This design comes from an exercise in tuning for small area on the open sky130 flow, not from production work.
At most, simulation tests tie the RTL to the original design; equivalence was not proved.
The clock input has no modelled driver; a real chip could not lean on it and would need a root buffer or a full tree.
Power is estimated from default activity; no workload was simulated.

== south ==
Design moving_average, start of the top module:
module moving_average # (
    parameter integer in_bits = 16,
    parameter integer out_bits = 16,
    parameter integer log2_samples = 8
    )(
    input wire [in_bits-1:0] in_data,
    input wire clk,
    input wire rst,  
    output wire [out_bits-1:0] out_data
    );
    localparam integer samples = 2**log2_samples;
    localparam integer reg_bits = in_bits+log2_samples;
    localparam integer depth = samples+1;    
    reg [depth*in_bits-1:0] line;
    reg [log2_samples:0] fill;
    reg [reg_bits-1:0] sum;
    wire [in_bits-1:0] newest = line[in_bits-1:0];
    wire [in_bits-1:0] oldest = line[depth*in_bits-1:(depth-1)*in_bits];
    wire sub_old = fill[log2_samples];
    wire [in_bits:0] da = {newest[in_bits-1], newest};
    wire [in_bits:0] db = ~({(in_bits+1){sub_old}} & {oldest[in_bits-1], oldest});
    wire [in_bits+1:0] dc;
    wire [in_bits:0] diff;
    assign dc[0] = 1'b1;
    genvar i;
    generate
    for (i = 0; i <= in_bits; i = i+1) begin : gen_diff
        assign diff[i] = da[i] ^ db[i] ^ dc[i];
  ...
For scale: roughly 4400 cells after synthesis, about 4100 flip-flops, ~34 I/O pins, roughly 85000 µm² of cells after synthesis.
clock: 8.0 ns
lec_check: 0
cap_margin: 20
core_margin: 2
core_utilization: 50
cts_buf_list: sky130_fd_sc_hd__clkbuf_4
cts_cluster_diameter: 40
cts_cluster_size: 12
slew_margin: 20
run.sh (not shown) runs the stock make flow with config.mk's settings and CLKGATE_MAP_FILE= SYNTH_SCRIPT=/design/flow/synth_recipe.tcl, a recipe that flattens the netlist after the stock synthesis.
Although south finished all stages, its layout failed final checks on negative setup slack.
diff inputs: south => east
# south
export LEC_CHECK = 0
export CAP_MARGIN = 20
export CORE_MARGIN = 2
export CORE_UTILIZATION = 50
export CTS_BUF_LIST = sky130_fd_sc_hd__clkbuf_4
export CTS_CLUSTER_DIAMETER = 40
export CTS_CLUSTER_SIZE = 12
export SLEW_MARGIN = 20
create_clock -name core_clock -period 8.0 [get_ports {clk}]
# east
export LEC_CHECK = 0
export CAP_MARGIN = 20
export CORE_MARGIN = 2
export CORE_UTILIZATION = 50
export CTS_CLUSTER_DIAMETER = 100
export CTS_CLUSTER_SIZE = 32
export SLEW_MARGIN = 20
create_clock -name core_clock -period 8.0 [get_ports {clk}]
Notes after the runs:
According to the power report, total power for east is lower than for south.
The non-clock buffer count of east falls short of that of south by 4.3%.
east ended up with a lower switching share of total power than south did.
east vs south: antenna diode instance count down in east
Per the comparison of east with south, latest clock arrival within the worst-skew pair saw a decrease, maximum frequency essentially unchanged, register share of the cell area saw an increase, level count of the clock H-tree fell 1, post-synthesis to final-layout area growth went down 0.65 points.
Cmp south and east / global-route usage / lower: east
Number of tap cells added at floorplan: east vs south identical
east ran in full, but the layout does not pass; the checks complain about negative setup slack.
No functional check of the RTL was part of any run of this note.


Setup of zinc:
moving_average, a different RTL version from the one above (not shown whole).
Size: about 4,400 cells after synthesis.
export LEC_CHECK = 0
export CAP_MARGIN = 20
export CORE_MARGIN = 2
export CORE_UTILIZATION = 70
export GPL_TIMING_DRIVEN = 0
export PLACE_DENSITY_LB_ADDON = 0.0
export SLEW_MARGIN = 20
create_clock -name core_clock -period 8.0 [get_ports {clk}]
standard.sh (not shown) runs the stock make flow with config.mk's settings and CLKGATE_MAP_FILE= SYNTH_SCRIPT=/design/flow/synth_recipe.tcl, a recipe that flattens the netlist after the stock synthesis.
==> flow/flow/run.sh <==
#!/bin/bash
# Own layout flow: the standard flow, except that the clock tree is built by
# flow/tree.tcl (a load-balanced buffer tree) instead of TritonCTS, and the
# ports are buffered with buf_1 cells. Each stage's output goes to its own
# log here; ORFS keeps its per-step logs under orfs/logs.
set -euo pipefail
W=$(pwd)

# 1. standard synthesis, floorplan and placement
bash standard.sh BUFFER_PORTS_ARGS="-buffer_cell sky130_fd_sc_hd__buf_1" place > "$W/stage1_place.log" 2>&1

# 2. clock tree: ORFS's cts step with our cts.tcl
rm -rf "$W/scripts_cts"
cp -r "$FLOW_HOME/scripts" "$W/scripts_cts"
cp "$W/flow/cts.tcl" "$W/flow/tree.tcl" "$W/scripts_cts/"
bash standard.sh SCRIPTS_DIR="$W/scripts_cts" cts > "$W/stage2_cts.log" 2>&1

# 3. standard routing and finishing
bash standard.sh finish > "$W/stage3_finish.log" 2>&1
Other scripts of this flow, unchanged in this note and not shown: flow/flow/cts.tcl, flow/flow/tree.tcl
Having completed the whole flow, zinc delivered a layout that passed the timing, design-rule and antenna checks.
Edits applied to the flow inputs when going from zinc to cedar:
- a deleted PLACE_DENSITY_LB_ADDON that had been 0.0
- a deleted GPL_TIMING_DRIVEN that had been 0
## What came out
Met3 usage in global routing: cedar vs zinc down 0.22 points. Between zinc and cedar, the cell internal power dissipation figures differ only marginally. Between zinc and cedar, combinational power is higher for zinc, cedar comes in under that. Met2 track utilization from global routing: cedar lower than zinc. Between cedar and zinc, the number of placed instances, taps included does not differ in any meaningful way. Between cedar and zinc, it is cedar whose setup slack is higher, by 0.36 ns. zinc -> cedar: total power flat. In terms of final cell area excluding filler cells, zinc and cedar differ only marginally. Per the comparison of cedar with zinc, power share of the combinational group about even, final wirelength now smaller, share of synthesized area spent on multiplexers ~0 delta.
Here is what was changed in the inputs of harbor compared with cedar.
- CORE_UTILIZATION now 75, was 70
### Flow results
On clock network power share, cedar and harbor are basically level. First-iteration DRC count, cedar and harbor: higher on cedar. Number of cells after detailed placement, cedar and harbor: higher on cedar. Hold buffer count at CTS: harbor vs cedar identical. Changes observed in harbor relative to cedar: DRC violations left flat, time the final worst path needs with I/O delays and setup dropped 0.21 ns, area growth from synthesis to layout decreased 0.17 points. Arrival time of data at the critical path endpoint is lower on harbor.
Changes in violet relative to harbor:
- putting GPL_ROUTABILITY_DRIVEN at 0 where nothing was set
- swapping 75 for 70 in CORE_UTILIZATION
- putting GPL_TIMING_DRIVEN at 0 where nothing was set
==> comparison <==
- In the metrics for harbor and violet, the one carrying the lower routing usage on met1 is violet.
- In the metrics for harbor and violet, the one carrying the higher power share of the sequential group is violet.
- violet against harbor: fraction of area in registers has decreased; final core area utilization moved down; maximum vdd drop lost about 6%; final routed wirelength across all metal layers went down 4.1%.
- Of harbor and violet, the run reporting the higher via density per instance was harbor.
No run of this note takes its clock network from TritonCTS; it comes from the design's own scripts or RTL.

static timing again, ports no longer ideal:
No port has a modelled driver above. Below, the same layouts with a new extraction and two added sets of constraints. Step 1 assumes that a clkbuf_16 drives the clock port and a buf_2 every other input. Step 2 times the ports against the registers' clock, not the clock port: input delays grow and output delays shrink by t, the midpoint of the rising clock arrivals with the driver on. Slacks: ideal / step 1 / step 2; pairs: ideal / step 1.
run | t, ns | slack for setup (ns) | clock arrival spread, ns | slew at the worst register clock pin (ns) | worst slew at a driven data input, ns
south | 1.340 | -0.279 / -0.279 / -0.279 | 0.115 / 0.115 | 0.12 / 0.12 | 0.12
east | 0.857 | -0.260 / -0.260 / -0.260 | 0.031 / 0.031 | 0.11 / 0.11 | 0.12
zinc | 0.867 | 1.560 / 1.560 / 1.560 | 0.083 / 0.083 | 0.12 / 0.12 | 0.03
cedar | 0.869 | 1.915 / 1.915 / 1.915 | 0.116 / 0.117 | 0.12 / 0.12 | 0.06
harbor | 0.861 | 2.130 / 2.130 / 2.130 | 0.074 / 0.075 | 0.12 / 0.12 | 0.04
violet | 0.857 | 1.592 / 1.592 / 1.592 | 0.091 / 0.091 | 0.12 / 0.12 | 0.03
